From an optimization exercise on the open Yosys and OpenROAD flow, aimed at small area; shortcuts taken in it are not production practice. At most, simulation tests tie the RTL to the original design; equivalence was not proved. The RTL of runs 8 and 10 was laid out without a check of its function. The clock cells of runs 9 and 10 come from the design's own scripts or RTL, not from TritonCTS. The clock port is modelled as an ideal driver, which makes a skipped or thinned clock tree look cheaper than it is; a real chip needs a root buffer or a tree. Power figures rest on the tool's default switching activity, not on a simulated workload.

[flow/design.v]
module fa(
  input  wire a, b, ci,
  output wire s, co
);
  assign s  = a ^ b ^ ci;
  assign co = (a & b) | (a & ci) | (b & ci);
endmodule
module ha(
  input  wire a, b,
  output wire s, co
);
  assign s  = a ^ b;
  assign co = a & b;
endmodule
module controlx(
  input  wire        clk,
  input  wire [31:0] inp1, inp2,
  output wire [31:0] out,
  output wire        underflow,
  output wire        overflow
);
  reg  [5:0]  cnt;
  reg         bq;       
  reg  [4:0]  yq;       
  reg  [24:0] acc;      
  reg  [22:0] mant;
  reg         nf;
  wire [63:0] bsel = {40'd0, 1'b1, inp2[22:0]};
  wire [23:0] ma   = {1'b1, inp1[22:0]};
  always @(posedge clk) begin
    cnt <= cnt + 6'd1;
    bq  <= bsel[cnt];
    yq  <= inp1[4:0] & {5{bsel[cnt]}};
    acc <= sum;
  end
  wire [23:0] x = acc[24:1];
  wire [23:0] y = {ma[23:5] & {19{bq}}, yq};
  wire [24:0] c;
  wire [24:0] sum;
  genvar i;
  ha u0 (.a(x[0]), .b(y[0]), .s(sum[0]), .co(c[1]));
  generate for (i = 1; i < 24; i = i + 1) begin : rc
    fa u (.a(x[i]), .b(y[i]), .ci(c[i]), .s(sum[i]), .co(c[i+1]));
  end endgenerate
  assign sum[24] = c[24];
  always @(posedge clk) begin
    if ((cnt == 6'd25 && !acc[24]) || (cnt == 6'd26 && acc[23])) begin
      mant <= acc[22:0];
      nf   <= cnt[1];
    end
  end
  wire [7:0] ea = inp1[30:23];
  wire [7:0] eb = inp2[30:23];
  wire [8:0] ec;
  wire [7:0] E;
  assign ec[0] = nf;
  generate for (i = 0; i < 8; i = i + 1) begin : ex
    fa u (.a(ea[i]), .b(eb[i]), .ci(ec[i]), .s(E[i]), .co(ec[i+1]));
  end endgenerate
  wire [7:0] ic;
  assign ic[0] = 1'b1;
  generate for (i = 0; i < 7; i = i + 1) begin : inc
    assign ic[i+1] = ic[i] & E[i];
  end endgenerate
  wire [7:0] e = (E ^ ic) ^ 8'h80;
  assign underflow = ~ec[8] & ~E[7] & (nf | ~ic[7]);
  assign overflow  = ec[8] & (E[7] | (~nf & ic[7]));
  assign out[31]    = inp1[31] ^ inp2[31];
  assign out[30:23] = underflow ? {6'd0, nf, ~nf} : e;
  assign out[22:0]  = mant;
endmodule
[flow/flow/run.sh]
#!/bin/bash
# The standard layout, with the smallest buffer on the ports and a clock tree
# of clkbuf_4 cells without dummy loads.
set -euo pipefail
bash standard.sh \
  BUFFER_PORTS_ARGS="-buffer_cell sky130_fd_sc_hd__buf_1" \
  CTS_ARGS="-sink_clustering_enable -repair_clock_nets -dont_use_dummy_load -buf_list sky130_fd_sc_hd__clkbuf_4" \
  finish > make.log 2>&1
[flow/standard.sh]
#!/bin/bash
# synth_recipe.tcl (not shown) runs the flow's synth.tcl, then flattens the netlist and writes it again
# the make line also repeats each setting of config.mk as NAME=value (left out here)
make -C /OpenROAD-flow-scripts/flow DESIGN_CONFIG=/design/flow/config.mk WORK_HOME=/design/flow/orfs CLKGATE_MAP_FILE= SYNTH_SCRIPT=/design/flow/synth_recipe.tcl "${@:-finish}"
[flow/config.mk]
export PLATFORM = sky130hd
export DESIGN_NAME = controlx
export DESIGN_NICKNAME = controlx
export VERILOG_FILES = /design/flow/design.v
export SDC_FILE = /design/flow/constraint.sdc
export NUM_CORES = 4
export LEC_CHECK = 0
export CAP_MARGIN = 20
export CORE_MARGIN = 2
export CORE_UTILIZATION = 88
export SETUP_SLACK_MARGIN = 0.05
export SLEW_MARGIN = 20
export SYNTH_HIERARCHICAL = 1
export SYNTH_MINIMUM_KEEP_SIZE = 0
[flow/constraint.sdc]
create_clock -name core_clock -period 10.0 [get_ports {clk}]
set_input_delay 2.0000 -clock core_clock [delete_from_list [all_inputs] [get_ports {clk}]]
set_output_delay 2.0000 -clock core_clock [all_outputs]
set_load 0.01 [all_outputs]
==> results of run 1 <==
-- cells by family after synthesis --
logic type,after synthesis,synth area share
simple gates,43,0.0837
fa+ha+maj,41,0.261
buf+inv,10,0.0215
compound gates,13,0.0526
flops,61,0.512
mux,12,0.0535
xor+xnor,5,0.0153
-- Yosys stat by module, one instance, submodules excluded --
| module | times used | cells inside | flip-flops and latches |
|---|---|---|---|
| controlx | 1 | 153 | 61 |
| ha | 1 | 1 | 0 |
| fa | 31 | 1 | 0 |
-- Yosys cell counts --
cell type  count  area (sq um)
xnor2_1        2          17.5
mux2_2         3          33.8
o32a_4         1          22.5
a22oi_1        1          7.51
a2111oi_0      1          8.76
nor2_1         5          18.8
a21boi_2       5          56.3
xor2_1         3          26.3
o311ai_2       1          16.3
mux4_1         1          26.3
fa_1          31           621
nand2b_1       2          12.5
buf_6          1          11.3
o2bb2ai_1      1          8.76
a311o_1        1          10.0
ha_1          10           125
and2b_2        1          8.76
nor2b_1        7          43.8
mux2i_1        7          70.1
clkbuf_1       3          11.3
nand2_1        7          26.3
nand3_1        2          10.0
edfxtp_1      24           721
buf_12         1          20.0
nor4_1         1          6.26
mux4_2         1          22.5
and2_1        18           113
a21oi_1        1          5.00
dfxtp_1       37           741
inv_1          5          18.8
a2111oi_2      1          15.0
==> results.cfg, run 1 <==
[outcome]
status = stopped before the end
haltStage = global placement
error_line = [ERROR GPL-0301] Utilization 105.944 % exceeds 100%.

[synthesis]
syn_area_per_cell_sq_um = 15.4
ys_seq_area_frac = 0.512
syn_nets = 291
syn-cell-area_sq_um = 2850
synth_cell_types = 31
ys_ff_latch = 61
ys_warn_count = 7
syn_inst = 185

[floorplanning]
start_util = 0.927
die_y_um = 61.0
rows = 20
die_x_um = 61.0
io_pins = 99

[place]
numPortBuffers = 98
==> run 2: changes to the inputs <==
--- a/flow/config.mk
+++ b/flow/config.mk
@@ -7,8 +7,8 @@
 export LEC_CHECK = 0
 export CAP_MARGIN = 20
 export CORE_MARGIN = 2
-export CORE_UTILIZATION = 88
-export SETUP_SLACK_MARGIN = 0.05
+export CORE_UTILIZATION = 80
+export SETUP_SLACK_MARGIN = 0.1
 export SLEW_MARGIN = 20
 export SYNTH_HIERARCHICAL = 1
 export SYNTH_MINIMUM_KEEP_SIZE = 0
==> run 2 against run 1 <==
- the run fails in clock tree synthesis
- synthesized cell count is the same
- synthesized area is the same
==> results.cfg, run 2 <==
[cts]
cts_hold_buf = 0
cts_buffers = 9
cts_sinks = 61
cts-resized-gates = 9
postCtsSetupBuffers = 0
cts-root-buf = clkbuf_4
clock_path_buffers = 2
htreeDepth = 3

[synthesis]
syn_nets = 291
ys_ff_latch = 61
synth_ff_type = dfxtp_1
async_flop_share = 0
yosysMostFrequentCell = dfxtp_1
synth_common_cells = dfxtp_1, fa_1, edfxtp_1
ys_seq_area_frac = 0.512
ys_warn_count = 7
syn_area_per_cell_sq_um = 15.4
synth_cell_types = 31
syn_inst = 185
synth_top_cell_by_area = dfxtp_1
netlist_top_cells_area = dfxtp_1, edfxtp_1, fa_1, ha_1, and2_1
syn-cell-area_sq_um = 2850
synth_edf_count = 24
yosysTopAreaCellShare = 0.260

[outcome]
haltStage = clock tree synthesis
error_line = [ERROR DPL-0033] detailed placement checks failed during check placement.
status = stopped before the end

[place]
dpl.hpwl_um = 5690
numPortBuffers = 98
gp_congestion = 0.743

[floorplanning]
io_pins = 99
start_util = 0.842
die_y_um = 63.7
rows = 21
die_x_um = 63.7
-- run 2: power groups by stage --
stage / Clock [mW] / Sequential (mW) / Combinational [mW]
floorplan: 0 / 0.376 / 0.106
global placement: 0 / 0.384 / 0.144
detailed placement: 0 / 0.392 / 0.190
-- run 2: how the worst min path moves through the flow --
stage / slack (ps) / cells past startpoint / endpoint / startpoint
detailed placement: 410 / 0 / mant[0] / acc[0]
global placement: 390 / 0 / mant[0] / acc[0]
floorplan: 390 / 0 / mant[0] / acc[0]
-- run 2: cells by family after synthesis --
logic type      count (synthesis)  share of synthesized area
xor+xnor                        5                     0.0153
mux                            12                     0.0535
simple gates                   43                     0.0837
buf+inv                        10                     0.0215
compound gates                 13                     0.0526
flops                          61                      0.512
fa+ha+maj                      41                      0.261
-- run 2: per-module statistics from Yosys, one instance, submodules excluded --
module    flops+latches  cells inside  times used
controlx             61           153           1
ha                    0             1           1
fa                    0             1          31
-- run 2: through the flow --
step                cells  power (mW)  setup TNS [ps]  area [sq um]  worst slack (ps)
detailed placement    326       0.582           -31.3          3260             -31.3
global placement      326       0.527               0          3260               290
floorplan             185       0.482               0          2850               452
==> run 3: changes to the inputs <==
--- a/flow/flow/run.sh
+++ b/flow/flow/run.sh
@@ -5,4 +5,5 @@
 bash standard.sh \
   BUFFER_PORTS_ARGS="-buffer_cell sky130_fd_sc_hd__buf_1" \
   CTS_ARGS="-sink_clustering_enable -repair_clock_nets -dont_use_dummy_load -buf_list sky130_fd_sc_hd__clkbuf_4" \
+  RECOVER_POWER=100 \
   finish > make.log 2>&1
--- a/flow/config.mk
+++ b/flow/config.mk
@@ -7,7 +7,7 @@
 export LEC_CHECK = 0
 export CAP_MARGIN = 20
 export CORE_MARGIN = 2
-export CORE_UTILIZATION = 80
+export CORE_UTILIZATION = 75
 export SETUP_SLACK_MARGIN = 0.1
 export SLEW_MARGIN = 20
 export SYNTH_HIERARCHICAL = 1
==> run 3 against run 2 <==
- the run now finishes clean
- synthesized cell count unchanged
- synthesized area unchanged
==> results.cfg, run 3 <==
[cts]
clk_pin_slew_worst_paths_ps = 100
cts_buffers = 9
htreeDepth = 3
cts_tree = built
clock_path_buffers = 2
cts-root-buf = clkbuf_4
cts_hold_buf = 0
cts_sinks = 61
postCtsSetupBuffers = 0
clkLatencyLatePin_ps = 390

[global_route]
grt_pass1_vias = 1960
grt_max_degree = 25
grt_remaining_overflow = 0
track_usage = 0.315
grt_pass1_wl_um = 9460
antenna_found_initial = 0

[synthesis]
syn-cell-area_sq_um = 2850
yosysMostFrequentCell = dfxtp_1
netlist_top_cells_area = dfxtp_1, edfxtp_1, fa_1, ha_1, and2_1
ys_ff_latch = 61
synth_top_cell_by_area = dfxtp_1
synth_ff_type = dfxtp_1
syn_inst = 185
synth_common_cells = dfxtp_1, fa_1, edfxtp_1
ys_seq_area_frac = 0.512
synth_cell_types = 31
syn_area_per_cell_sq_um = 15.4
yosysTopAreaCellShare = 0.260
ys_warn_count = 7
synth_edf_count = 24
syn_nets = 291
async_flop_share = 0

[floorplanning]
core_sq_um = 3660
io_pins = 99
start_util = 0.780
die-area_sq_um = 4310
die_x_um = 65.7
die_y_um = 65.7
rows = 22

[routing]
drtAntennaViolNets = 0
vias_per_cell = 5.64
drc = 0
first_iter_violations = 144
first_pass_iters = 4
wirelength_um = 6680
vias = 1894
wire_per_inst_um = 19.9

[critical_path]
worst-r2r-setup-slack_ps = 170
crit_buf_inv = 0
rr_worst_depth = 24
cpMostUsedCell = fa_1
max_stage_delay_ps = 440
reg2reg_from = acc[1]
worstPathMaxFanout = 2
critPathRequiredTime_ps = 10260
critPathKind = reg2reg
slowest_stage = fa_1
start_kind = register
critical-path-top-delay-family = adder cells
path_cells = ha_1 > fa_1 > fa_1 > fa_1 > fa_1 > fa_2 > fa_1 > fa_1 > fa_1 > fa_2 > fa_2 > fa_2 > fa_1 > fa_1 > fa_1 > fa_1 > fa_1 > fa_1 > fa_1 > fa_2 > fa_1 > fa_1 > fa_1 > fa_1
critical_path_arrival_ps = 10090
r2r-end = acc[23]
end_kind = register

[timing]
slew_violations = 0
min_period_ps = 9830
worst_pin_slew_ps = 1430
relSlewSlack = 0.0441
fin_ws_ps = 171
hold_viol = 0
fin_crit_sh = 0.983
fin_skew_ps = 25.3
setup_viol = 0
fmaxAchievable_ghz = 0.102

[layout]
final_common_cell = buf_1
final_cell_mix = buf_1, dfxtp_1, fa_1
antenna_cells = 0
reg.largest.list = acc: 25 flops, mant: 23 flops, cnt: 6 flops
final_layout_size_suffix_gt1_frac = 0.0764
largest_reg_flops = 25
top_register = acc
syn_to_final_growth_pct = 15.8
nets = 396
nFillCells = 147

[power]
fin_total_pwr_mw = 0.694
p_per_area_nw_per_um2 = 210
p_leak_nw = 1.21
ir_drop_mv = 0.146

[worst_hold_path]
min_path_cells = 0
min_from = acc[0]
hp-class = reg2reg
min_to = mant[0]

[place]
numPortBuffers = 98
dpl.hpwl_um = 4430
gp_congestion = 0.753
dp_slack_ps = 27.0

[outcome]
status = finished clean

[flow_run]
maxCapViolations = 0
-- run 3: cell counts after synthesis --
Identical to the previous run, type by type.
-- run 3: Yosys stat by module (local to each module, per instance) --
| module | flip-flops and latches | cells | copies in the design | area [sq um] |
|---|---|---|---|---|
| controlx | 61 | 153 | 1 | 2220 |
| fa | 0 | 1 | 31 | 20.0 |
| ha | 0 | 1 | 1 | 12.5 |
-- run 3: logic make-up (layout without fill, tap and decap cells) --
| group | Yosys count | count (layout) | synth area share |
|---|---|---|---|
| DFF | 61 | 61 | 0.512 |
| AOI/OAI and AO/OA | 13 | 13 | 0.0526 |
| xor gates and xnor gates | 5 | 5 | 0.0153 |
| adders and majority gates | 41 | 41 | 0.261 |
| muxes | 12 | 12 | 0.0535 |
| buffers and inverters | 10 | 113 | 0.0215 |
| and+or+nand+nor | 43 | 43 | 0.0837 |
-- run 3: final cells by class --
| cell class | count | area (sq um) | share of cell area |
|---|---|---|---|
| clock buffer | 9 | 67.6 | 0.0204 |
| inverter | 5 | 18.8 | 0.00568 |
| timing repair buffer | 99 | 372 | 0.112 |
| tap | 48 | 60.1 | 0.0182 |
| sequential | 61 | 1460 | 0.442 |
| multi-input combinational | 114 | 1330 | 0.401 |
-- run 3: repair_timing --
| action | CTS | global route |
|---|---|---|
| endpoints found under the setup margin | 1 | 2 |
| endpoints found under the hold margin | 0 | 0 |
| gates resized for setup | 1 | 5 |
| cloned | 0 | 0 |
-- run 3: report_power, final --
group          internal [mW]  total, mW  switching (mW)  leakage [nW]
registers              0.335      0.387          0.0521         0.523
logic                 0.0945      0.192          0.0978         0.642
clock network         0.0418      0.115          0.0728        0.0414
total                  0.471      0.694           0.223          1.21
-- run 3: worst max-delay path by stage --
stage / startpoint / end / slack [ps] / cells past startpoint
2_1_floorplan: inp1[5] / acc[23] / 450 / 20
3_3_place_gp: inp1[5] / acc[23] / 270 / 21
3_5_place_dp: inp1[5] / acc[23] / 30 / 21
4_1_cts: acc[1] / acc[23] / 100 / 24
5_1_grt: acc[1] / acc[23] / -10 / 24
6_report: acc[1] / acc[23] / 170 / 24
-- run 3: worst register-to-register path: stages (launching register included) --
cell and delay [ps]:
dfxtp_1 340, ha_1 210, fa_1 410, fa_1 420, fa_1 440, fa_1 440
fa_2 370, fa_1 380, fa_1 390, fa_1 400, fa_2 370, fa_2 380
fa_2 370, fa_1 390, fa_1 390, fa_1 390, fa_1 420, fa_1 430
fa_1 400, fa_1 410, fa_2 360, fa_1 380, fa_1 400, fa_1 390
fa_1 430
-- run 3: layer usage --
layer | routed length (um) | share of wire | vias up | GRT usage
li1 | - | - | 837 | -
met1 | 2210 | 0.33 | 915 | 0.351
met2 | 3690 | 0.55 | 115 | 0.554
met3 | 472 | 0.071 | 27 | 0.0685
met4 | 316 | 0.047 | 0 | 0.177
met5 | 0 | 0 | - | 0
-- run 3: through the flow --
stage	utilization	cell area [sq um]	cells	hold WS [ps]	TNS [ps]
after floorplan	-	2850	185	386	0
after global placement	0.889	3250	327	386	0
after detailed placement	0.889	3250	327	396	0
after CTS	0.908	3320	336	449	0
after global routing	0.903	3300	336	483	-14.8
final	0.903	3300	336	461	0
==> run 4: changes to the inputs <==
--- a/flow/flow/run.sh
+++ b/flow/flow/run.sh
@@ -5,5 +5,4 @@
 bash standard.sh \
   BUFFER_PORTS_ARGS="-buffer_cell sky130_fd_sc_hd__buf_1" \
   CTS_ARGS="-sink_clustering_enable -repair_clock_nets -dont_use_dummy_load -buf_list sky130_fd_sc_hd__clkbuf_4" \
-  RECOVER_POWER=100 \
   finish > make.log 2>&1
==> run 4 against run 3 <==
- first-iteration DRC count rose by 4.9%
- clock skew fell by 2.2 ps
- worst setup slack improved by 59 ps
- highest routed layer unchanged
- synthesized cell count did not move
- utilization rose by 0.85 points
- still clean
- combinational power barely moved
- hold slack barely moved
- register-to-register slack improved by 60 ps
- critical path depth did not move
- largest cell class unchanged
- via count fell by 0.84%
- non-clock buffer count did not move
- sequential share of layout area fell by 0.41 points
==> results.cfg, run 4 <==
[layout]
syn_to_final_growth_pct = 16.9
utilization = 0.911
final_cell_mix = buf_1, dfxtp_1, fa_1
reg.largest.list = acc: 25 flops, mant: 23 flops, cnt: 6 flops
final_layout_size_suffix_gt1_frac = 0.104
antenna_cells = 0
top_register = acc
largest_reg_flops = 25
nets = 396
nFillCells = 136
final_common_cell = buf_1
instances_no_fill = 336

[global_route]
grt_pass1_wl_um = 9460
grt_pass1_vias = 1960
grt_max_degree = 25
track_usage = 0.315
grt_remaining_overflow = 0
antenna_found_initial = 0

[timing]
relSlewSlack = 0.526
fin_hold_ws_ps = 461
slew_violations = 0
finalSetupTns_ps = 0
fin_skew_ps = 23.1
grt_setup_unrepaired = no
hold_viol = 0
setup_viol = 0
fmaxAchievable_ghz = 0.102
worst_pin_slew_ps = 710
fin_ws_ps = 229
fin_crit_sh = 0.977
min_period_ps = 9770

[synthesis]
ys_ff_latch = 61
synth_edf_count = 24
async_flop_share = 0
synth_mux_area_frac = 0.0535
syn_area_per_cell_sq_um = 15.4
ys_seq_area_frac = 0.512
syn_nets = 291
syn_inst = 185
ys_warn_count = 7
synth_top_cell_by_area = dfxtp_1
netlist_top_cells_area = dfxtp_1, edfxtp_1, fa_1, ha_1, and2_1
synthXorXnorAreaFrac = 0.0153
synth_common_cells = dfxtp_1, fa_1, edfxtp_1
synth_top_family_by_area = adder cells
synth_ff_type = dfxtp_1
synth_compound_area_frac = 0.0526
synth_cell_types = 31
yosysTopAreaCellShare = 0.260
yosysMostFrequentCell = dfxtp_1
syn-cell-area_sq_um = 2850
yosys.area_share.simple = 0.0837
synth_fa_ha_area_frac = 0.261

[flow_run]
maxCapViolations = 0

[place]
gp_congestion = 0.753
place_inst = 327
dp_slack_ps = 27.0
dpl.hpwl_um = 4430
numPortBuffers = 98

[critical_path]
end_kind = register
path_cells = ha_1 > fa_1 > fa_2 > fa_1 > fa_1 > fa_2 > fa_1 > fa_1 > fa_1 > fa_2 > fa_2 > fa_2 > fa_1 > fa_1 > fa_1 > fa_1 > fa_1 > fa_1 > fa_1 > fa_2 > fa_1 > fa_1 > fa_1 > fa_1
slowest_stage = fa_1
critical_path_arrival_ps = 10030
max_stage_delay_ps = 440
critPathKind = reg2reg
worst-r2r-setup-slack_ps = 230
cpMostUsedCell = fa_1
critPathRequiredTime_ps = 10260
worstPathMaxFanout = 2
start_kind = register

[cts]
cts_tree = built
htreeDepth = 3
cts-root-buf = clkbuf_4
clk_pin_slew_worst_paths_ps = 100
clkLatencyLatePin_ps = 390
cts_hold_buf = 0
cts_buffers = 9
postCtsSetupBuffers = 0
clock_path_buffers = 2
cts_sinks = 61
cts-resized-gates = 1

[worst_hold_path]
hp-class = reg2reg

[power]
p_leak_nw = 1.22
ir_drop_mv = 0.148
p_per_area_nw_per_um2 = 208

[routing]
vias = 1878
vias_per_cell = 5.59
wire_per_inst_um = 19.9
wirelength_um = 6670
drtAntennaViolNets = 0
first_iter_violations = 151
drc = 0
first_pass_iters = 4

[floorplanning]
core_sq_um = 3660
rows = 22
die_y_um = 65.7
die-area_sq_um = 4310
die_x_um = 65.7
start_util = 0.780
io_pins = 99

[outcome]
status = finished clean
-- run 4: area by class of cell --
cell class	count	area, sq um	share of cell area
well taps	48	60.1	0.0180
inverters	5	18.8	0.00563
flip-flops and latches	61	1460	0.438
multi-input cells	114	1350	0.405
repair buffers	99	375	0.113
clock buffers	9	67.6	0.0203
-- run 4: logic make-up after synthesis --
kind of cell	count (synthesis)
mux	12
flops	61
fa+ha+maj	41
xor+xnor	5
buf+inv	10
simple gates	43
compound gates	13
-- run 4: per-stage QoR --
stage          power, mW  cell area [sq um]
2_1_floorplan      0.482               2850
3_3_place_gp       0.527               3250
3_5_place_dp       0.558               3250
4_1_cts            0.674               3320
5_1_grt            0.736               3340
6_report           0.695               3340
-- run 4: where the power goes --
part	internal (mW)	leakage (nW)	switching [mW]
clock network	0.0417	0.0414	0.0725
logic	0.0957	0.651	0.0981
registers	0.335	0.523	0.0522
-- run 4: worst paths after layout --
kind / startpoint / cells past startpoint / to
setup / recovery: acc[1] / 24 / acc[23]
setup reg to reg: acc[1] / 24 / acc[23]
hold reg to reg: acc[0] / 0 / mant[0]
hold / removal: acc[0] / 0 / mant[0]
-- run 4: modules after synthesis, one instance, submodules excluded --
module | times used | cell area, sq um | cells | flip-flops and latches
controlx | 1 | 2220 | 153 | 61
fa | 31 | 20.0 | 1 | 0
ha | 1 | 12.5 | 1 | 0
-- run 4: routing by layer --
metal | routed length [um] | share of wire | global-route usage | up-vias
li1 | - | - | - | 834
met1 | 2260 | 0.34 | 0.351 | 900
met2 | 3650 | 0.55 | 0.554 | 117
met3 | 464 | 0.070 | 0.0685 | 27
met4 | 301 | 0.045 | 0.177 | 0
met5 | 0 | 0 | 0 | -
-- run 4: critical path, delay by kind of cell, from the launching register on --
kind	cells	cell delay [ps]
adders and majority gates	24	9300
DFF	1	340
==> run 5: changes to the inputs <==
--- a/flow/config.mk
+++ b/flow/config.mk
@@ -6,8 +6,11 @@
 export NUM_CORES = 4
 export LEC_CHECK = 0
 export CAP_MARGIN = 20
+export CELL_PAD_IN_SITES_DETAIL_PLACEMENT = 0
+export CELL_PAD_IN_SITES_GLOBAL_PLACEMENT = 0
 export CORE_MARGIN = 2
-export CORE_UTILIZATION = 75
+export CORE_UTILIZATION = 82
+export PLACE_DENSITY = 0.9
 export SETUP_SLACK_MARGIN = 0.1
 export SLEW_MARGIN = 20
 export SYNTH_HIERARCHICAL = 1
==> run 5 against run 4 <==
- the flow now stops in detailed placement
- synthesized cell count is the same
- synthesized area is the same
==> results.cfg, run 5 <==
[outcome]
status = stopped before the end
haltStage = detailed placement
error_line = [ERROR DPL-0033] detailed placement checks failed during check placement.

[place]
dpl.hpwl_um = 6110
numPortBuffers = 98
gp_congestion = 0.791

[synthesis]
async_flop_share = 0
ys_warn_count = 7
yosysTopAreaCellShare = 0.260
syn_inst = 185
syn-cell-area_sq_um = 2850
ys_ff_latch = 61
ys_seq_area_frac = 0.512
yosysMostFrequentCell = dfxtp_1
synth_cell_types = 31
synth_edf_count = 24
syn_area_per_cell_sq_um = 15.4
synth_common_cells = dfxtp_1, fa_1, edfxtp_1
netlist_top_cells_area = dfxtp_1, edfxtp_1, fa_1, ha_1, and2_1
synth_top_cell_by_area = dfxtp_1
synth_ff_type = dfxtp_1
syn_nets = 291

[floorplanning]
start_util = 0.855
die_x_um = 63.0
die_y_um = 63.0
rows = 21
io_pins = 99
==> run 5: cell counts after synthesis <==
No cell type changed its count.
==> run 5: how the worst max path moves through the flow <==
stage	slack (ps)	end
floorplan	450	acc[23]
global placement	280	acc[23]
==> run 5: power groups by stage <==
stage	sequential, mW	combinational [mW]	clock [mW]
floorplan	0.376	0.106	0
global placement	0.383	0.142	0
==> run 5: through the flow <==
stage | hold slack (ps) | setup slack, ps | cells | power (mW) | instance area (sq um)
after floorplan | 386 | 452 | 185 | 0.482 | 2850
after global placement | 386 | 278 | 325 | 0.525 | 3250
==> run 5: per-module statistics from Yosys, one instance, submodules excluded <==
module / flops+latches / copies in the design / cells inside
ha: 0 / 1 / 1
fa: 0 / 31 / 1
controlx: 61 / 1 / 153
==> run 5: cell families after synthesis <==
family                   share of synthesized area
adder cells (fa/ha/maj)                      0.261
AO/OA/AOI/OAI                               0.0526
flip-flops                                   0.512
AND/OR/NAND/NOR                             0.0837
XOR/XNOR                                    0.0153
multiplexers                                0.0535
buffers and inverters                       0.0215
==> run 6: changes to the inputs <==
--- a/flow/design.v
+++ b/flow/design.v
@@ -19,34 +19,44 @@
   output wire        underflow,
   output wire        overflow
 );
+  localparam integer K = 13;    
   reg  [5:0]  cnt;
   reg         bq;       
-  reg  [4:0]  yq;       
-  reg  [24:0] acc;      
+  reg         cs;       
+  reg  [25:0] acc;      
   reg  [22:0] mant;
   reg         nf;
   wire [63:0] bsel = {40'd0, 1'b1, inp2[22:0]};
   wire [23:0] ma   = {1'b1, inp1[22:0]};
+  wire [24:0] x = acc[25:1];
+  wire [24:0] y = {ma & {24{bq}}, 1'b0};
+  wire [25:0] c;
+  wire [25:0] sum;
+  wire        xs, cx;   
+  genvar i;
+  assign sum[0] = x[0];
+  ha u1 (.a(x[1]), .b(y[1]), .s(sum[1]), .co(c[2]));
+  ha uc (.a(x[K-1]), .b(cs), .s(xs), .co(cx));
+  generate for (i = 2; i < 25; i = i + 1) begin : rc
+    if (i == K - 1) begin : k1
+      fa u (.a(xs), .b(y[i]), .ci(c[i]), .s(sum[i]), .co(c[i+1]));
+    end else if (i == K) begin : k0
+      fa u (.a(x[i]), .b(y[i]), .ci(cx), .s(sum[i]), .co(c[i+1]));
+    end else begin : kn
+      fa u (.a(x[i]), .b(y[i]), .ci(c[i]), .s(sum[i]), .co(c[i+1]));
+    end
+  end endgenerate
+  assign sum[25] = c[25];
   always @(posedge clk) begin
     cnt <= cnt + 6'd1;
     bq  <= bsel[cnt];
-    yq  <= inp1[4:0] & {5{bsel[cnt]}};
+    cs  <= c[K];
     acc <= sum;
   end
-  wire [23:0] x = acc[24:1];
-  wire [23:0] y = {ma[23:5] & {19{bq}}, yq};
-  wire [24:0] c;
-  wire [24:0] sum;
-  genvar i;
-  ha u0 (.a(x[0]), .b(y[0]), .s(sum[0]), .co(c[1]));
-  generate for (i = 1; i < 24; i = i + 1) begin : rc
-    fa u (.a(x[i]), .b(y[i]), .ci(c[i]), .s(sum[i]), .co(c[i+1]));
-  end endgenerate
-  assign sum[24] = c[24];
   always @(posedge clk) begin
-    if ((cnt == 6'd25 && !acc[24]) || (cnt == 6'd26 && acc[23])) begin
+    if ((cnt == 6'd26 && !acc[24]) || (cnt == 6'd27 && acc[23])) begin
       mant <= acc[22:0];
-      nf   <= cnt[1];
+      nf   <= cnt[0];
     end
   end
   wire [7:0] ea = inp1[30:23];
--- a/flow/flow/run.sh
+++ b/flow/flow/run.sh
@@ -5,4 +5,5 @@
 bash standard.sh \
   BUFFER_PORTS_ARGS="-buffer_cell sky130_fd_sc_hd__buf_1" \
   CTS_ARGS="-sink_clustering_enable -repair_clock_nets -dont_use_dummy_load -buf_list sky130_fd_sc_hd__clkbuf_4" \
+  RECOVER_POWER=100 \
   finish > make.log 2>&1
==> flow/config.mk (replaced) <==
export PLATFORM = sky130hd
export DESIGN_NAME = controlx
export DESIGN_NICKNAME = controlx
export VERILOG_FILES = /design/flow/design.v
export SDC_FILE = /design/flow/constraint.sdc
export NUM_CORES = 4
export LEC_CHECK = 0
export CAP_MARGIN = 20
export CORE_MARGIN = 2
export CORE_UTILIZATION = 75
export SETUP_SLACK_MARGIN = 0.1
export SLEW_MARGIN = 20
export SYNTH_HIERARCHICAL = 1
export SYNTH_MINIMUM_KEEP_SIZE = 0
==> run 6 against run 5 <==
- the layout now fails its checks (capacitance limit, slew limit)
- synthesized cell count is 1.6% lower
- synthesized area down 4.6%
==> results.cfg, run 6 <==
[layout]
nets = 392
reg.largest.list = acc: 26 flops, mant: 23 flops, cnt: 6 flops
seq_area_sq_um = 1400
utilization = 0.933
top_register = acc
antenna_cells = 0
final_layout_size_suffix_gt1_frac = 0.0528
multi_input_area_sq_um = 1270
final_cell_mix = buf_1, dfxtp_1, fa_1
largest_reg_flops = 26
final_common_cell = buf_1
syn_to_final_growth_pct = 17.0
nFillCells = 99

[global_route]
grt_pass1_wl_um = 12200
grt_pass1_vias = 2346
track_usage = 0.436
grt_max_degree = 25
grt_remaining_overflow = 0
antenna_found_initial = 0

[cts]
clock_path_buffers = 2
cts_hold_buf = 0
postCtsSetupBuffers = 0
cts_tree = built
cts_sinks = 58
cts-resized-gates = 0
cts_buffers = 9
clk_pin_slew_worst_paths_ps = 90
cts-root-buf = clkbuf_4
htreeDepth = 3
clkLatencyLatePin_ps = 400

[synthesis]
yosysMostFrequentCell = dfxtp_1
synth_ff_type = dfxtp_1
synth_common_cells = dfxtp_1, fa_1, and2_1, edfxtp_1, ha_1
syn_inst = 182
synth_top_cell_by_area = edfxtp_1
netlist_top_cells_area = edfxtp_1, dfxtp_1, fa_1, and2_1, ha_1
synth_edf_count = 24
syn-cell-area_sq_um = 2720
syn_area_per_cell_sq_um = 15.0
synth_cell_types = 28
syn_nets = 288
async_flop_share = 0
ys_seq_area_frac = 0.515
ys_warn_count = 7
ys_ff_latch = 58
yosysTopAreaCellShare = 0.265

[critical_path]
critPathKind = in2out
cpMostUsedCell = fa_1
start_kind = input port
end_kind = primary output
critPathRequiredTime_ps = 8000
critical_path_arrival_ps = 7060
worstPathMaxFanout = 8
max_stage_delay_ps = 710
slowest_stage = nor2b_1
critical-path-top-delay-family = adder cells
path_cells = buf_1 > fa_1 > fa_1 > fa_1 > fa_1 > fa_1 > fa_1 > fa_1 > fa_1 > a21oi_1 > nor2b_1 > mux2_2 > buf_1
crit_buf_inv = 2

[power]
p_leak_nw = 1.23
internal_power_mw = 0.310
p_per_area_nw_per_um2 = 132
swShare = 0.264
pwr-share-seq = 0.579
power_frac_comb = 0.137
switching_power_mw = 0.111
ir_drop_mv = 0.0927
fin_total_pwr_mw = 0.421
p_clk_frac = 0.284

[timing]
grt_setup_unrepaired = no
fin_skew_ps = 35.3
fmaxAchievable_ghz = 0.110
slew_violations = 11
hold_viol = 0
setup_viol = 0
finalSetupTns_ps = 0
min_period_ps = 9060
fin_crit_sh = 0.906
fin_ws_ps = 939
fin_hold_ws_ps = 370
relSlewSlack = -0.341
worst_pin_slew_ps = 1990

[floorplanning]
start_util = 0.797
rows = 21
core_sq_um = 3420
io_pins = 99
die_x_um = 64.3
die_y_um = 64.3
die-area_sq_um = 4130

[routing]
vias_per_cell = 6.59
wire_per_inst_um = 27.2
drc = 0
first_pass_iters = 5
first_iter_violations = 209
wirelength_um = 8980
vias = 2176
drtAntennaViolNets = 0

[flow_run]
maxCapViolations = 1

[place]
dp_slack_ps = 1320
dpl.hpwl_um = 5130
gp_congestion = 0.790
numPortBuffers = 98

[worst_hold_path]
hp-class = reg2reg

[outcome]
violations = capacitance limit, slew limit
status = failed layout checks
[run 6: power groups by stage]
stage	Clock, mW	Sequential [mW]	Combinational, mW
global placement	0	0.250	0.0435
detailed placement	0	0.250	0.0506
finish	0.120	0.244	0.0576
CTS	0.115	0.244	0.0531
global route	0.128	0.244	0.0608
floorplan	0	0.250	0.0259
[run 6: metrics by stage]
| stage | instance area, sq um | std cells |
|---|---|---|
| 3_5_place_dp | 3130 | 321 |
| 2_1_floorplan | 2720 | 182 |
| 4_1_cts | 3200 | 330 |
| 6_report | 3190 | 330 |
| 3_3_place_gp | 3130 | 321 |
| 5_1_grt | 3190 | 330 |
[run 6: per-module statistics from Yosys (local to each module, per instance)]
module    area [sq um]  flip-flops and latches  times used
controlx          2080                      58           1
fa                20.0                       0          31
ha                12.5                       0           2
[run 6: layout make-up]
class / count / share of cell area
Sequential cell: 58 / 0.440
Multi-Input combinational cell: 113 / 0.398
Timing Repair Buffer: 99 / 0.117
Clock buffer: 9 / 0.0212
Tap cell: 46 / 0.0181
Inverter: 5 / 0.00589
[run 6: cells by family (layout without fill, tap and decap cells)]
family	Yosys count	after routing	share of synthesized area
AND/OR/NAND/NOR	51	51	0.105
adder cells (fa/ha/maj)	41	41	0.274
XOR/XNOR	5	5	0.0161
AO/OA/AOI/OAI	6	6	0.0175
multiplexers	10	10	0.0533
buffers and inverters	11	113	0.0193
flip-flops	58	58	0.515
[run 6: final timing paths]
| check | end | slack (ps) | cells after the start | start |
|---|---|---|---|---|
| setup / recovery | out[24] | 940 | 13 | inp1[23] |
| hold / removal | acc[0] | 370 | 0 | acc[1] |
| setup reg to reg | acc[24] | 3890 | 13 | bq |
| hold reg to reg | acc[0] | 370 | 0 | acc[1] |
[run 6: layer usage]
metal  vias up  global-route usage  wire length (um)
met5         -                   0                 0
met4         0               0.378              1030
met3       101               0.111               824
met2       246               0.766              4550
met1      1011               0.416              2580
li1        818                   -                 -
==> run 7: changes to the inputs <==
==> flow/flow/run.sh (replaced) <==
#!/bin/bash
# The standard layout, with the smallest buffer on the ports, a clock tree of
# clkbuf_4 cells without dummy loads, and power recovery (downsizing) after
# global routing followed by another slew/capacitance repair.
set -euo pipefail
bash standard.sh \
  BUFFER_PORTS_ARGS="-buffer_cell sky130_fd_sc_hd__buf_1" \
  CTS_ARGS="-sink_clustering_enable -repair_clock_nets -dont_use_dummy_load -buf_list sky130_fd_sc_hd__clkbuf_4" \
  RECOVER_POWER=100 \
  PRE_GLOBAL_ROUTE_TCL="$PWD/flow/grt_hook.tcl" \
  finish > make.log 2>&1
==> flow/flow/grt_hook.tcl (new file) <==
# Sourced before global routing: after the power-recovery downsizing, repair
# slew and capacitance again, since downsizing does not look at them.
proc recover_power_helper { } {
  if { $::env(RECOVER_POWER) == 0 } {
    return
  }
  log_cmd repair_timing -verbose -recover_power $::env(RECOVER_POWER) -match_cell_footprint
  log_cmd repair_design -verbose -slew_margin $::env(SLEW_MARGIN) -cap_margin $::env(CAP_MARGIN) -match_cell_footprint
  log_cmd detailed_placement
}
==> run 7 against run 6 <==
- the run now finishes clean
- non-clock buffer count rose by 1
- worst setup slack improved by 39 ps
- hold slack improved by 1.5 ps
- final cell count rose by 0.30%
- clock power barely moved
- die area did not move
- synthesized cell count did not move
- critical path type unchanged
==> results.cfg, run 7 <==
[cts]
cts-root-buf = clkbuf_4
cts_tree = built
postCtsSetupBuffers = 0
cts_buffers = 9
clock_path_buffers = 2
clkLatencyLatePin_ps = 390
htreeDepth = 3
cts_hold_buf = 0
cts-resized-gates = 0
cts_sinks = 58
clk_pin_slew_worst_paths_ps = 90

[synthesis]
syn-cell-area_sq_um = 2720
yosysTopAreaCellShare = 0.265
synth_common_cells = dfxtp_1, fa_1, and2_1, edfxtp_1, ha_1
ys_warn_count = 7
async_flop_share = 0
syn_area_per_cell_sq_um = 15.0
syn_inst = 182
syn_nets = 288
yosysMostFrequentCell = dfxtp_1
netlist_top_cells_area = edfxtp_1, dfxtp_1, fa_1, and2_1, ha_1
synth_top_cell_by_area = edfxtp_1
synth_cell_types = 28
synth_edf_count = 24
ys_seq_area_frac = 0.515
synth_ff_type = dfxtp_1
ys_ff_latch = 58

[critical_path]
critical_path_arrival_ps = 7020
worstPathMaxFanout = 8
cp-startpoint = inp1[23]
end_kind = primary output
rr_worst_depth = 13
start_kind = input port
reg2reg_from = bq
critPathRequiredTime_ps = 8000
critPathKind = in2out

[place]
placed_area_sq_um = 3130
dpl.hpwl_um = 5130
numPortBuffers = 98
gp_congestion = 0.790

[outcome]
status = finished clean

[floorplanning]
io_pins = 99
core_sq_um = 3420
rows = 21
die_y_um = 64.3
die_x_um = 64.3
start_util = 0.797
die-area_sq_um = 4130

[timing]
grt_setup_unrepaired = no
fin_hold_ws_ps = 371
finalSetupTns_ps = 0
hold_viol = 0
relSlewSlack = 0.432
slew_violations = 0
setup_viol = 0
worst_pin_slew_ps = 852
min_period_ps = 9020
fin_skew_ps = 33.0
fin_crit_sh = 0.902
fmaxAchievable_ghz = 0.111

[power]
fin_total_pwr_mw = 0.422
p_leak_nw = 1.23
p_per_area_nw_per_um2 = 132
ir_drop_mv = 0.0944

[layout]
final_area_sq_um = 3200
final_common_cell = buf_1
reg.largest.list = acc: 26 flops, mant: 23 flops, cnt: 6 flops
utilization = 0.937
top_register = acc
final_layout_size_suffix_gt1_frac = 0.0596
nets = 393
antenna_cells = 0
final_cell_mix = buf_1, dfxtp_1, fa_1
syn_to_final_growth_pct = 17.5
largest_reg_flops = 26

[global_route]
grt_pass1_wl_um = 12200
track_usage = 0.436
antenna_found_initial = 0
grt_max_degree = 25
grt_pass1_vias = 2346
grt_remaining_overflow = 0

[routing]
vias = 2195
wirelength_um = 8960
first_pass_iters = 5
first_iter_violations = 288
vias_per_cell = 6.63
drc = 0
drtAntennaViolNets = 0
wire_per_inst_um = 27.1

[worst_hold_path]
hp-class = reg2reg
min_path_cells = 0
min_from = acc[1]

[flow_run]
maxCapViolations = 0
run 7: final timing paths:
| kind | endpoint | slack [ps] |
|---|---|---|
| max reg2reg | acc[24] | 3870 |
| min reg2reg | acc[0] | 370 |
| max | out[24] | 980 |
| min | acc[0] | 370 |
run 7: layout make-up:
cell class / instances / area (sq um)
inverter: 5 / 18.8
sequential: 58 / 1400
tap: 46 / 57.6
timing repair buffer: 100 / 379
clock buffer: 9 / 67.6
multi-input combinational: 113 / 1270
fill: 96 / 216
run 7: kinds of logic after synthesis:
family                   count (synthesis)  share of synthesized area
AND/OR/NAND/NOR                         51                      0.105
XOR/XNOR                                 5                     0.0161
buffers and inverters                   11                     0.0193
adder cells (fa/ha/maj)                 41                      0.274
AO/OA/AOI/OAI                            6                     0.0175
flip-flops                              58                      0.515
multiplexers                            10                     0.0533
run 7: stage by stage:
stage	worst slack (ps)	cells
4_1_cts	1180	330
6_report	978	331
3_5_place_dp	1320	321
3_3_place_gp	1580	321
2_1_floorplan	1990	182
5_1_grt	815	331
run 7: metal layers:
metal  track usage  routed length, um  vias to the layer above
met5             0                  0                        -
li1              -                  -                      821
met3         0.111                877                       96
met2         0.766               4480                      258
met4         0.378               1060                        0
met1         0.416               2540                     1020
run 7: Yosys stat by module (local to each module, per instance):
module / cells / cell area (sq um) / times used
controlx: 149 / 2080 / 1
ha: 1 / 12.5 / 2
fa: 1 / 20.0 / 31
run 7: worst max-delay path, stage by stage:
cell,delay (ps)
buf_1,90
fa_1,430
fa_1,400
fa_1,410
fa_1,430
fa_1,420
fa_1,390
fa_1,410
fa_1,510
a21oi_1,290
nor2b_1,680
mux2_2,420
buf_1,140
run 7: report_power, final:
part | internal (mW) | switching, mW | leakage (nW) | total [mW]
clock network | 0.0418 | 0.0787 | 0.0414 | 0.120
registers | 0.244 | 0 | 0.444 | 0.244
logic | 0.0241 | 0.0331 | 0.747 | 0.0572
total | 0.310 | 0.112 | 1.23 | 0.422
==> run 8: changes to the inputs <==
--- a/flow/design.v
+++ b/flow/design.v
@@ -21,12 +21,12 @@
 );
   localparam integer K = 13;    
   reg  [5:0]  cnt;
-  reg         bq;       
   reg         cs;       
   reg  [25:0] acc;      
   reg  [22:0] mant;
   reg         nf;
   wire [63:0] bsel = {40'd0, 1'b1, inp2[22:0]};
+  wire        bq   = bsel[cnt];    
   wire [23:0] ma   = {1'b1, inp1[22:0]};
   wire [24:0] x = acc[25:1];
   wire [24:0] y = {ma & {24{bq}}, 1'b0};
@@ -49,14 +49,13 @@
   assign sum[25] = c[25];
   always @(posedge clk) begin
     cnt <= cnt + 6'd1;
-    bq  <= bsel[cnt];
     cs  <= c[K];
     acc <= sum;
   end
   always @(posedge clk) begin
-    if ((cnt == 6'd26 && !acc[24]) || (cnt == 6'd27 && acc[23])) begin
+    if ((cnt == 6'd25 && !acc[24]) || (cnt == 6'd26 && acc[23])) begin
       mant <= acc[22:0];
-      nf   <= cnt[0];
+      nf   <= cnt[1];
     end
   end
   wire [7:0] ea = inp1[30:23];
==> run 8 against run 7 <==
- largest power group unchanged
- sequential power increased by about 50%
- die area increased by 5.7%
- final cell count increased by 1.2%
- largest cell class is now multi-input combinational cells
- highest routed layer unchanged
- utilization decreased by 3.4 points
- critical path depth unchanged
- count of clock-buffer cells in the layout unchanged
- clock skew decreased by 15 ps
- worst setup slack improved by 480 ps
==> results.cfg, run 8 <==
[layout]
final_cell_mix = buf_1, dfxtp_1, fa_1
nets = 396
syn_to_final_growth_pct = 15.2
largest_reg_flops = 26
reg.largest.list = acc: 26 flops, mant: 23 flops, cnt: 6 flops
utilization = 0.903
antenna_cells = 0
top_register = acc
final_layout_size_suffix_gt1_frac = 0.139
final_common_cell = buf_1

[global_route]
grt_pass1_vias = 1830
grt_pass1_wl_um = 8750
track_usage = 0.292
grt_max_degree = 25
antenna_found_initial = 0
grt_remaining_overflow = 0

[power]
fin_total_pwr_mw = 0.659
p_per_area_nw_per_um2 = 198
ir_drop_mv = 0.148
p_leak_nw = 1.21

[critical_path]
critical_path_arrival_ps = 6540
crit_buf_inv = 2
end_kind = primary output
critPathRequiredTime_ps = 8000
worstPathMaxFanout = 8
slowest_stage = nor2b_1
path_cells = buf_1 > fa_1 > fa_1 > fa_1 > fa_1 > fa_1 > fa_1 > fa_1 > fa_1 > a21oi_1 > nor2b_1 > mux2_2 > buf_1
start_kind = input port
critPathKind = in2out
cpMostUsedCell = fa_1
critical-path-top-delay-family = adder cells
max_stage_delay_ps = 520

[cts]
htreeDepth = 3
cts_hold_buf = 0
cts_buffers = 9
clk_pin_slew_worst_paths_ps = 80
clkLatencyLatePin_ps = 390
cts_tree = built
cts-root-buf = clkbuf_4
cts-resized-gates = 0
cts_sinks = 57
clock_path_buffers = 2
postCtsSetupBuffers = 0

[routing]
wirelength_um = 5460
drtAntennaViolNets = 0
vias_per_cell = 5.54
first_pass_iters = 4
first_iter_violations = 75
drc = 0
wire_per_inst_um = 16.3
vias = 1856

[timing]
fmaxAchievable_ghz = 0.117
worst_pin_slew_ps = 953
hold_viol = 0
fin_ws_ps = 1460
min_period_ps = 8540
setup_viol = 0
slew_violations = 0
fin_skew_ps = 18.2
fin_hold_ws_ps = 369
fin_crit_sh = 0.854
finalSetupTns_ps = 0
grt_setup_unrepaired = no
relSlewSlack = 0.364

[synthesis]
synth_edf_count = 24
netlist_top_cells_area = edfxtp_1, dfxtp_1, fa_1, a21boi_2, ha_1
yosysTopAreaCellShare = 0.249
syn-cell-area_sq_um = 2890
syn_nets = 292
synth_ff_type = dfxtp_1
synth_cell_types = 30
async_flop_share = 0
synth_top_cell_by_area = edfxtp_1
synth_common_cells = dfxtp_1, fa_1, edfxtp_1
ys_seq_area_frac = 0.478
ys_ff_latch = 57
ys_warn_count = 7
syn_area_per_cell_sq_um = 15.6
syn_inst = 185
yosysMostFrequentCell = dfxtp_1

[floorplanning]
core_sq_um = 3690
io_pins = 99
die_y_um = 66.1
rows = 22
start_util = 0.783
die-area_sq_um = 4360
die_x_um = 66.1

[place]
dpl.hpwl_um = 4220
gp_congestion = 0.752
dp_slack_ps = 1450
numPortBuffers = 98

[flow_run]
maxCapViolations = 0

[outcome]
status = finished clean

[worst_hold_path]
hp-class = reg2reg
## run 8: cell types whose count changed after synthesis, moves of 2 or more
cell	previous run	this run
mux2i_1	4	7
buf_6	1	5
nand2b_1	0	2
a21boi_0	0	4
o2111ai_1	2	0
and2_1	24	0
a21boi_2	0	19
buf_2	3	0
nor3_1	2	0
## run 8: cell type report
cell class / count / area [sq um]
multi-input cells: 115 / 1420
flip-flops and latches: 57 / 1380
repair buffers: 101 / 384
fillers: 155 / 359
clock buffers: 9 / 67.6
well taps: 48 / 60.1
inverters: 5 / 18.8
## run 8: worst register-to-register path: stages (launching register included)
cell       delay, ps
dfxtp_1          770
and2b_2          290
a2111oi_0        360
o32a_2           690
a21boi_0         290
fa_1             460
fa_1             400
fa_1             420
fa_1             400
fa_1             400
fa_1             390
fa_1             390
fa_1             400
fa_1             390
fa_1             390
fa_1             400
fa_1             450
## run 8: stage by stage
step	cells	cell area, sq um
global placement	325	3260
global route	335	3330
detailed placement	325	3260
finish	335	3330
CTS	334	3330
floorplan	185	2890
## run 8: worst paths after layout
check	to	cells past startpoint	start	slack [ps]
max	out[24]	13	inp1[23]	1460
min	acc[0]	0	acc[1]	370
max reg2reg	acc[24]	16	cnt[0]	2590
min reg2reg	acc[0]	0	acc[1]	370
## run 8: layer usage
metal | vias up | GRT usage | share of wire | wire length [um]
li1 | 851 | - | - | -
met1 | 906 | 0.341 | 0.38 | 2060
met2 | 89 | 0.497 | 0.53 | 2920
met3 | 10 | 0.112 | 0.070 | 380
met4 | 0 | 0.0969 | 0.017 | 95
met5 | - | 0 | 0 | 0
## run 8: kinds of logic (layout without fill, tap and decap cells)
| logic type | Yosys count | in the layout | share of synthesized area |
|---|---|---|---|
| muxes | 12 | 12 | 0.0515 |
| DFF | 57 | 57 | 0.478 |
| xor gates and xnor gates | 5 | 5 | 0.0152 |
| adders and majority gates | 42 | 42 | 0.262 |
| AOI/OAI and AO/OA | 31 | 31 | 0.113 |
| and+or+nand+nor | 25 | 25 | 0.0437 |
| buffers and inverters | 13 | 115 | 0.0355 |
## run 8: report_power, final
group	internal, mW	switching, mW	total, mW
Sequential	0.322	0.0451	0.367
Clock	0.0417	0.0665	0.108
Combinational	0.0900	0.0935	0.183
Total	0.454	0.205	0.659
## run 8: per-module statistics from Yosys (local to each module, per instance)
module | cells inside | flip-flops and latches | copies in the design | cell area, sq um
ha | 1 | 0 | 2 | 12.5
fa | 1 | 0 | 31 | 20.0
controlx | 152 | 57 | 1 | 2240
==> run 9: changes to the inputs <==
--- a/flow/design.v
+++ b/flow/design.v
@@ -21,12 +21,12 @@
 );
   localparam integer K = 13;    
   reg  [5:0]  cnt;
+  reg         bq;       
   reg         cs;       
   reg  [25:0] acc;      
   reg  [22:0] mant;
   reg         nf;
   wire [63:0] bsel = {40'd0, 1'b1, inp2[22:0]};
-  wire        bq   = bsel[cnt];    
   wire [23:0] ma   = {1'b1, inp1[22:0]};
   wire [24:0] x = acc[25:1];
   wire [24:0] y = {ma & {24{bq}}, 1'b0};
@@ -49,13 +49,14 @@
   assign sum[25] = c[25];
   always @(posedge clk) begin
     cnt <= cnt + 6'd1;
+    bq  <= bsel[cnt];
     cs  <= c[K];
     acc <= sum;
   end
   always @(posedge clk) begin
-    if ((cnt == 6'd25 && !acc[24]) || (cnt == 6'd26 && acc[23])) begin
+    if ((cnt == 6'd26 && !acc[24]) || (cnt == 6'd27 && acc[23])) begin
       mant <= acc[22:0];
-      nf   <= cnt[1];
+      nf   <= cnt[0];
     end
   end
   wire [7:0] ea = inp1[30:23];
==> flow/flow/run.sh (replaced) <==
#!/bin/bash
# The standard layout, with the smallest buffer on the ports, a hand-built
# clock tree of two clkbuf_16 cells (flow/cts_hook.tcl), and power recovery (downsizing) after
# global routing followed by another slew/capacitance repair.
set -euo pipefail
bash standard.sh \
  BUFFER_PORTS_ARGS="-buffer_cell sky130_fd_sc_hd__buf_1" \
  PRE_CTS_TCL="$PWD/flow/cts_hook.tcl" \
  RECOVER_POWER=100 \
  PRE_GLOBAL_ROUTE_TCL="$PWD/flow/grt_hook.tcl" \
  finish > make.log 2>&1
==> flow/flow/cts_hook.tcl (new file) <==
# Sourced before clock tree synthesis. The clock tree is built by hand: the
# clock port drives NX*NY buffers directly, each driving the flip-flops of one
# region of the placement (sinks split into NX columns by x, each column into
# NY groups by y). clock_tree_synthesis is replaced by this construction.
proc manual_clock_tree {master_name nx ny} {
  set block [ord::get_db_block]
  set db [ord::get_db]
  set master [$db findMaster $master_name]
  set clknet [$block findNet clk]
  set sinks {}
  foreach it [$clknet getITerms] {
    set i [$it getInst]
    set loc [$i getLocation]
    lappend sinks [list $it [lindex $loc 0] [lindex $loc 1]]
  }
  set n [llength $sinks]
  set byx [lsort -integer -index 1 $sinks]
  set per_col [expr {int(ceil(double($n) / $nx))}]
  set k 0
  for {set cx 0} {$cx < $nx} {incr cx} {
    set col [lrange $byx [expr {$cx * $per_col}] [expr {($cx + 1) * $per_col - 1}]]
    set col [lsort -integer -index 2 $col]
    set m [llength $col]
    set per_cell [expr {int(ceil(double($m) / $ny))}]
    for {set cy 0} {$cy < $ny} {incr cy} {
      set grp [lrange $col [expr {$cy * $per_cell}] [expr {($cy + 1) * $per_cell - 1}]]
      if {[llength $grp] == 0} continue
      set net [odb::dbNet_create $block clknet_leaf_$k]
      $net setSigType CLOCK
      set inst [odb::dbInst_create $block $master clkbuf_leaf_$k]
      set xs 0; set ys 0
      foreach s $grp {
        set it [lindex $s 0]
        $it disconnect
        $it connect $net
        set xs [expr {$xs + [lindex $s 1]}]; set ys [expr {$ys + [lindex $s 2]}]
      }
      [$inst findITerm A] connect $clknet
      [$inst findITerm X] connect $net
      $inst setLocation [expr {$xs / [llength $grp]}] [expr {$ys / [llength $grp]}]
      $inst setPlacementStatus PLACED
      puts "clock leaf $k drives [llength $grp] sinks"
      incr k
    }
  }
}

rename clock_tree_synthesis orfs_clock_tree_synthesis
proc clock_tree_synthesis { args } {
  manual_clock_tree sky130_fd_sc_hd__clkbuf_16 1 2
  set_propagated_clock [all_clocks]
}
==> run 9 against run 8 <==
- still clean on timing, DRC and antenna
- sequential share of layout area increased by 2.6 points
- wire length increased by 31%
- global-route usage increased by 8.7 points
- first-iteration DRC count increased by 95%
- total power decreased by 40%
- hold slack about the same
- critical path depth unchanged
- maximum frequency decreased by 3.2%
- worst setup slack got worse by 280 ps
==> results.cfg, run 9 <==
[routing]
first_iter_violations = 146
wire_per_inst_um = 22.0
vias_per_cell = 5.87
drtAntennaViolNets = 0
first_pass_iters = 4
vias = 1902
drc = 0
wirelength_um = 7130

[synthesis]
ys_ff_latch = 58
yosysMostFrequentCell = dfxtp_1
yosysTopAreaCellShare = 0.265
async_flop_share = 0
syn_inst = 182
syn_nets = 288
syn-cell-area_sq_um = 2720
ys_seq_area_frac = 0.515
netlist_top_cells_area = edfxtp_1, dfxtp_1, fa_1, and2_1, ha_1
syn_area_per_cell_sq_um = 15.0
synth_ff_type = dfxtp_1
synth_top_cell_by_area = edfxtp_1
synth_edf_count = 24
synth_cell_types = 28
synth_common_cells = dfxtp_1, fa_1, and2_1, edfxtp_1, ha_1
ys_warn_count = 7

[critical_path]
critical_path_arrival_ps = 6820
critPathKind = in2out
r2r-end = acc[24]
critPathRequiredTime_ps = 8000
rr_worst_depth = 13
reg2reg_from = bq
worst-r2r-setup-slack_ps = 3950
start_kind = input port
end_kind = primary output
worstPathMaxFanout = 8

[place]
place_inst = 321
dpl.hpwl_um = 5130
gp_congestion = 0.790
dp_slack_ps = 1320
numPortBuffers = 98
placed_area_sq_um = 3130

[global_route]
grt_pass1_wl_um = 11300
track_usage = 0.379
grt_max_degree = 30
grt_pass1_vias = 2117
grt_remaining_overflow = 0
antenna_found_initial = 0

[layout]
top_register = acc
utilization = 0.931
reg.largest.list = acc: 26 flops, mant: 23 flops, cnt: 6 flops
syn_to_final_growth_pct = 16.8
instances_no_fill = 324
largest_reg_flops = 26
final_cell_mix = buf_1, dfxtp_1, fa_1
nFillCells = 120
final_area_sq_um = 3180
final_common_cell = buf_1
antenna_cells = 0
final_layout_size_suffix_gt1_frac = 0.0324
nets = 386

[outcome]
status = finished clean

[timing]
setup_viol = 0
worst_pin_slew_ps = 815
hold_viol = 0
slew_violations = 0
min_period_ps = 8820
grt_setup_unrepaired = no
fmaxAchievable_ghz = 0.113
fin_skew_ps = 9.84
fin_ws_ps = 1180
finalSetupTns_ps = 0
relSlewSlack = 0.457
fin_hold_ws_ps = 369
fin_crit_sh = 0.882

[floorplanning]
die-area_sq_um = 4130
rows = 21
die_y_um = 64.3
core_sq_um = 3420
die_x_um = 64.3
io_pins = 99
start_util = 0.797

[cts]
clk_pin_slew_worst_paths_ps = 100
postCtsSetupBuffers = 0
cts_hold_buf = 0
cts-resized-gates = 0
clkLatencyLatePin_ps = 170

[power]
fin_total_pwr_mw = 0.392
ir_drop_mv = 0.107
p_leak_nw = 1.22
p_per_area_nw_per_um2 = 123

[worst_hold_path]
hp-class = reg2reg
min_from = acc[1]
min_path_cells = 0
min_to = acc[0]

[flow_run]
maxCapViolations = 0
## run 9: cell type report
type / count / area, sq um / area share
plain buffers: 2 / 50.0 / 0.0157
flip-flops and latches: 58 / 1400 / 0.441
inverters: 5 / 18.8 / 0.00590
multi-input cells: 113 / 1270 / 0.401
repair buffers: 100 / 377 / 0.118
well taps: 46 / 57.6 / 0.0181
## run 9: routing by layer
| metal | up-vias | share of wire | global-route usage |
|---|---|---|---|
| met1 | 911 | 0.31 | 0.406 |
| met4 | 0 | 0.063 | 0.194 |
| met2 | 144 | 0.55 | 0.723 |
| met5 | - | 0 | 0 |
| met3 | 39 | 0.071 | 0.0493 |
| li1 | 808 | - | - |
## run 9: cells by family (layout without fill, tap and decap cells)
group / Yosys count / count (layout) / synth area share
AOI/OAI and AO/OA: 6 / 6 / 0.0175
xor gates and xnor gates: 5 / 5 / 0.0161
adders and majority gates: 41 / 41 / 0.274
buffers and inverters: 11 / 107 / 0.0193
DFF: 58 / 58 / 0.515
muxes: 10 / 10 / 0.0533
and+or+nand+nor: 51 / 51 / 0.105
## run 9: how the worst max path moves through the flow
stage | startpoint | slack, ps | end | depth (start not counted)
after floorplan | inp1[23] | 1990 | out[24] | 12
after global placement | inp1[23] | 1580 | out[24] | 13
after detailed placement | inp1[23] | 1320 | out[24] | 13
after CTS | inp1[23] | 1190 | out[24] | 13
after global routing | inp1[23] | 1040 | out[24] | 13
final | inp1[23] | 1180 | out[24] | 13
## run 9: modules after synthesis, one instance, submodules excluded
| module | cells inside | cell area [sq um] | times used | flip-flops and latches |
|---|---|---|---|---|
| controlx | 149 | 2080 | 1 | 58 |
| fa | 1 | 20.0 | 31 | 0 |
| ha | 1 | 12.5 | 2 | 0 |
## run 9: critical path, stage by stage
cell,delay [ps]
buf_1,90
fa_1,440
fa_1,410
fa_1,410
fa_1,410
fa_1,390
fa_1,410
fa_1,410
fa_1,520
a21oi_1,220
nor2b_1,550
mux2_1,410
buf_1,150
## run 9: power by group
group | internal [mW] | switching [mW] | total, mW
logic | 0.0238 | 0.0308 | 0.0546
registers | 0.244 | 0 | 0.244
clock network | 0.0371 | 0.0564 | 0.0935
total | 0.305 | 0.0873 | 0.392
==> run 10: changes to the inputs <==
--- a/flow/design.v
+++ b/flow/design.v
@@ -12,6 +12,18 @@
   assign s  = a ^ b;
   assign co = a & b;
 endmodule
+module aoi222(
+  input  wire a0, b0, a1, b1, a2, b2,
+  output wire y
+);
+  assign y = ~((a0 & b0) | (a1 & b1) | (a2 & b2));
+endmodule
+module aoi221(
+  input  wire a0, b0, a1, b1, c,
+  output wire y
+);
+  assign y = ~((a0 & b0) | (a1 & b1) | c);
+endmodule
 module controlx(
   input  wire        clk,
   input  wire [31:0] inp1, inp2,
@@ -20,20 +32,27 @@
   output wire        overflow
 );
   localparam integer K = 13;    
+  genvar i;
   reg  [5:0]  cnt;
   reg         bq;       
   reg         cs;       
   reg  [25:0] acc;      
   reg  [22:0] mant;
   reg         nf;
-  wire [63:0] bsel = {40'd0, 1'b1, inp2[22:0]};
+  wire [23:0] mb = {1'b1, inp2[22:0]};
+  wire [2:0]  grp = {cnt[5:3] == 3'd2, cnt[5:3] == 3'd1, cnt[5:3] == 3'd0};
+  wire [7:0]  col;      
+  generate for (i = 0; i < 7; i = i + 1) begin : bs
+    aoi222 u (.a0(grp[0]), .b0(mb[i]), .a1(grp[1]), .b1(mb[8+i]), .a2(grp[2]), .b2(mb[16+i]), .y(col[i]));
+  end endgenerate
+  aoi221 u7 (.a0(grp[0]), .b0(mb[7]), .a1(grp[1]), .b1(mb[15]), .c(grp[2]), .y(col[7]));   
+  wire bnext = ~col[cnt[2:0]];
   wire [23:0] ma   = {1'b1, inp1[22:0]};
   wire [24:0] x = acc[25:1];
   wire [24:0] y = {ma & {24{bq}}, 1'b0};
   wire [25:0] c;
   wire [25:0] sum;
   wire        xs, cx;   
-  genvar i;
   assign sum[0] = x[0];
   ha u1 (.a(x[1]), .b(y[1]), .s(sum[1]), .co(c[2]));
   ha uc (.a(x[K-1]), .b(cs), .s(xs), .co(cx));
@@ -49,7 +68,7 @@
   assign sum[25] = c[25];
   always @(posedge clk) begin
     cnt <= cnt + 6'd1;
-    bq  <= bsel[cnt];
+    bq  <= bnext;
     cs  <= c[K];
     acc <= sum;
   end
==> run 10 against run 9 <==
- still clean
- utilization shrank 0.57 points
- maximum frequency grew 2.3%
- sequential share of layout area grew 0.62 points
- final cell count shrank 3.4%
- worst setup slack gained 200 ps
- hold slack gained 14 ps
- clock power is essentially flat
- total power grew 0.21%
- register-to-register slack gained 50 ps
- synthesized cell count shrank 8.2%
- clock skew shrank 2.8 ps
- synthesized area shrank 2.0%
- critical endpoint unchanged
==> results.cfg, run 10 <==
[routing]
first_pass_iters = 4
drtAntennaViolNets = 0
wire_per_inst_um = 23.3
vias_per_cell = 6.07
dr_wl_met3_um = 396
wirelength_met1_um = 2370
first_iter_violations = 195
met2RoutedLength_um = 3860
highest_layer = met4
drc = 0
vias = 1901
wirelength_um = 7290

[timing]
min_period_ps = 8620
finalSetupTns_ps = 0
grt_setup_unrepaired = no
setup_viol = 0
hold_viol = 0
fin_ws_ps = 1380
worst_pin_slew_ps = 998
fin_crit_sh = 0.862
slew_violations = 0
relSlewSlack = 0.333
fin_skew_ps = 7.01
fmaxAchievable_ghz = 0.116

[synthesis]
syn_inst = 167
synth_common_cells = dfxtp_1, fa_1, edfxtp_1
ys_warn_count = 7
synth_top_cell_by_area = edfxtp_1
synth_ff_type = dfxtp_1
syn_area_per_cell_sq_um = 16.0
netlist_top_cells_area = edfxtp_1, dfxtp_1, fa_1, and2_1, ha_1
syn-cell-area_sq_um = 2670
async_flop_share = 0
ys_ff_latch = 58
yosysMostFrequentCell = dfxtp_1
synth_edf_count = 24
synth_cell_types = 28
syn_nets = 273
ys_seq_area_frac = 0.525
yosysTopAreaCellShare = 0.270

[worst_hold_path]
min_path_cells = 0
min_to = acc[0]
min_from = acc[1]
hp-class = reg2reg

[power]
p_per_area_nw_per_um2 = 125
switching_power_mw = 0.0866
p_clk_frac = 0.238
pwr-share-seq = 0.621
p_leak_nw = 1.20
ir_drop_mv = 0.120
internal_power_mw = 0.306
power_frac_comb = 0.141
swShare = 0.220

[layout]
reg.largest.list = acc: 26 flops, mant: 23 flops, cnt: 6 flops
nFillCells = 114
utilization = 0.925
syn_to_final_growth_pct = 17.5
top_register = acc
antenna_cells = 0
final_cell_mix = buf_1, dfxtp_1, fa_1
instances_no_fill = 313
largest_reg_flops = 26
final_area_sq_um = 3140
seq_area_sq_um = 1400
multi_input_area_sq_um = 1240
final_common_cell = buf_1
nets = 375
final_layout_size_suffix_gt1_frac = 0.0487

[global_route]
grt_max_degree = 30
track_usage = 0.387
grt_pass1_wl_um = 11100
grt_pass1_vias = 2053
grt_remaining_overflow = 0
antenna_found_initial = 0

[place]
dpl.hpwl_um = 4930
placed_area_sq_um = 3110
numPortBuffers = 98
place_inst = 311
gp_congestion = 0.789
dp_slack_ps = 1640

[floorplanning]
die_y_um = 63.6
start_util = 0.787
die-area_sq_um = 4050
rows = 21
io_pins = 99
die_x_um = 63.6
core_sq_um = 3390

[critical_path]
cp-startpoint = inp1[23]
rr_worst_depth = 13
critPathRequiredTime_ps = 8000
critPathKind = in2out
slowest_stage = a211oi_2
worst-r2r-setup-slack_ps = 4000
cpMostUsedCell = fa_1
end_kind = primary output
path_cells = buf_1 > fa_1 > fa_1 > fa_1 > fa_1 > fa_1 > fa_1 > fa_1 > fa_1 > a211oi_2 > mux2_4 > buf_1
start_kind = input port
max_stage_delay_ps = 630
worstPathMaxFanout = 8
r2r-end = acc[24]
critical_path_arrival_ps = 6620
reg2reg_from = bq

[cts]
clk_pin_slew_worst_paths_ps = 100
postCtsSetupBuffers = 0
cts-resized-gates = 0
cts_hold_buf = 0
clkLatencyLatePin_ps = 170

[outcome]
status = finished clean

[flow_run]
maxCapViolations = 0
## run 10: changes by cell type in the layout (fill, tap and decap cells not counted), moves of 2 or more
cell / delta
and2b_2: +5
o2111ai_1: -2
mux2_2: -2
nand2_1: -4
a222oi_1: +7
inv_1: -2
nor2_1: -3
nor2b_1: -6
mux2i_1: -2
## run 10: layer usage
layer	up-vias	track usage
met1	906	0.402
met5	-	0
met3	59	0.0500
li1	787	-
met2	149	0.721
met4	0	0.255
## run 10: critical path: cells and delay by family
| family | cells | cell delay, ps |
|---|---|---|
| buffers and inverters | 2 | 210 |
| adders and majority gates | 8 | 3410 |
| muxes | 1 | 350 |
| AOI/OAI and AO/OA | 1 | 630 |
## run 10: final cells by class
class / count / area share
plain buffers: 2 / 0.0160
inverters: 4 / 0.00479
multi-input cells: 103 / 0.394
flip-flops and latches: 58 / 0.447
well taps: 46 / 0.0184
repair buffers: 100 / 0.120
## run 10: per-module statistics from Yosys (local to each module, per instance)
| module | flops+latches | area [sq um] | cells inside | times used |
|---|---|---|---|---|
| aoi222 | 0 | 10.0 | 1 | 7 |
| aoi221 | 0 | 15.0 | 1 | 1 |
| controlx | 58 | 1940 | 126 | 1 |
| ha | 0 | 12.5 | 1 | 2 |
| fa | 0 | 20.0 | 1 | 31 |
## run 10: cell families (layout without fill, tap and decap cells)
group,Yosys count,after routing,synth area share
simple gates,41,41,0.0962
xor+xnor,5,5,0.0164
mux,5,5,0.0300
fa+ha+maj,41,41,0.280
compound gates,11,11,0.0441
flops,58,58,0.525
buf+inv,6,106,0.00844
## run 10: per-stage QoR
step | total power [mW] | hold WS (ps)
6_report | 0.393 | 383
5_1_grt | 0.402 | 388
4_1_cts | 0.392 | 382
3_5_place_dp | 0.300 | 362
3_3_place_gp | 0.295 | 334
2_1_floorplan | 0.277 | 327
## run 10: power by group through the flow
| stage | combinational [mW] | sequential [mW] | clock, mW |
|---|---|---|---|
| after CTS | 0.0560 | 0.244 | 0.0915 |
| after global routing | 0.0592 | 0.244 | 0.0991 |
| after detailed placement | 0.0507 | 0.250 | 0 |
| after global placement | 0.0457 | 0.250 | 0 |
| after floorplan | 0.0276 | 0.250 | 0 |
| final | 0.0553 | 0.244 | 0.0936 |
## run 10: how the worst max path moves through the flow
stage,to,slack (ps)
6_report,out[24],1380
3_5_place_dp,out[24],1640
4_1_cts,out[24],1550
2_1_floorplan,out[24],2030
3_3_place_gp,out[24],1830
5_1_grt,out[24],1260

-- port drivers added, routing unchanged --
Ports are ideal in the flow. The routed layouts listed here were re-timed in OpenROAD.
Step 1 sets driving cells, clkbuf_16 on the clock port and buf_2 on the other inputs (assumed; they add their load-dependent delay and slew).
Step 2, shift: input delay + t, output delay - t, t = (earliest + latest rising clock arrival at the registers) / 2. This alone moves slack from input paths to output paths.
Slacks: ideal ports / drivers / drivers and shift; pairs: ideal ports / drivers.
run | t (ns) | slack for setup (ns) | worst register clock-pin slew, ns | worst slew at a driven data input, ns | cell pins on the clock port's net
run 3 | 0.404 | 0.171 / 0.171 / 0.171 | 0.10 / 0.10 | 0.06 | 1
run 4 | 0.404 | 0.229 / 0.230 / 0.180 | 0.10 / 0.10 | 0.06 | 1
run 6 | 0.403 | 0.939 / 0.918 / 0.918 | 0.10 / 0.10 | 0.08 | 1
run 7 | 0.401 | 0.978 / 0.957 / 0.957 | 0.10 / 0.10 | 0.07 | 1
run 8 | 0.400 | 1.460 / 1.436 / 1.395 | 0.09 / 0.09 | 0.05 | 1
run 9 | 0.207 | 1.180 / 1.159 / 1.159 | 0.11 / 0.11 | 0.06 | 2
run 10 | 0.207 | 1.381 / 1.358 / 1.358 | 0.11 / 0.11 | 0.05 | 2
The setup slack of run 8, which loses most, moves by -0.024 ns with the drivers and by -0.065 ns with both steps.
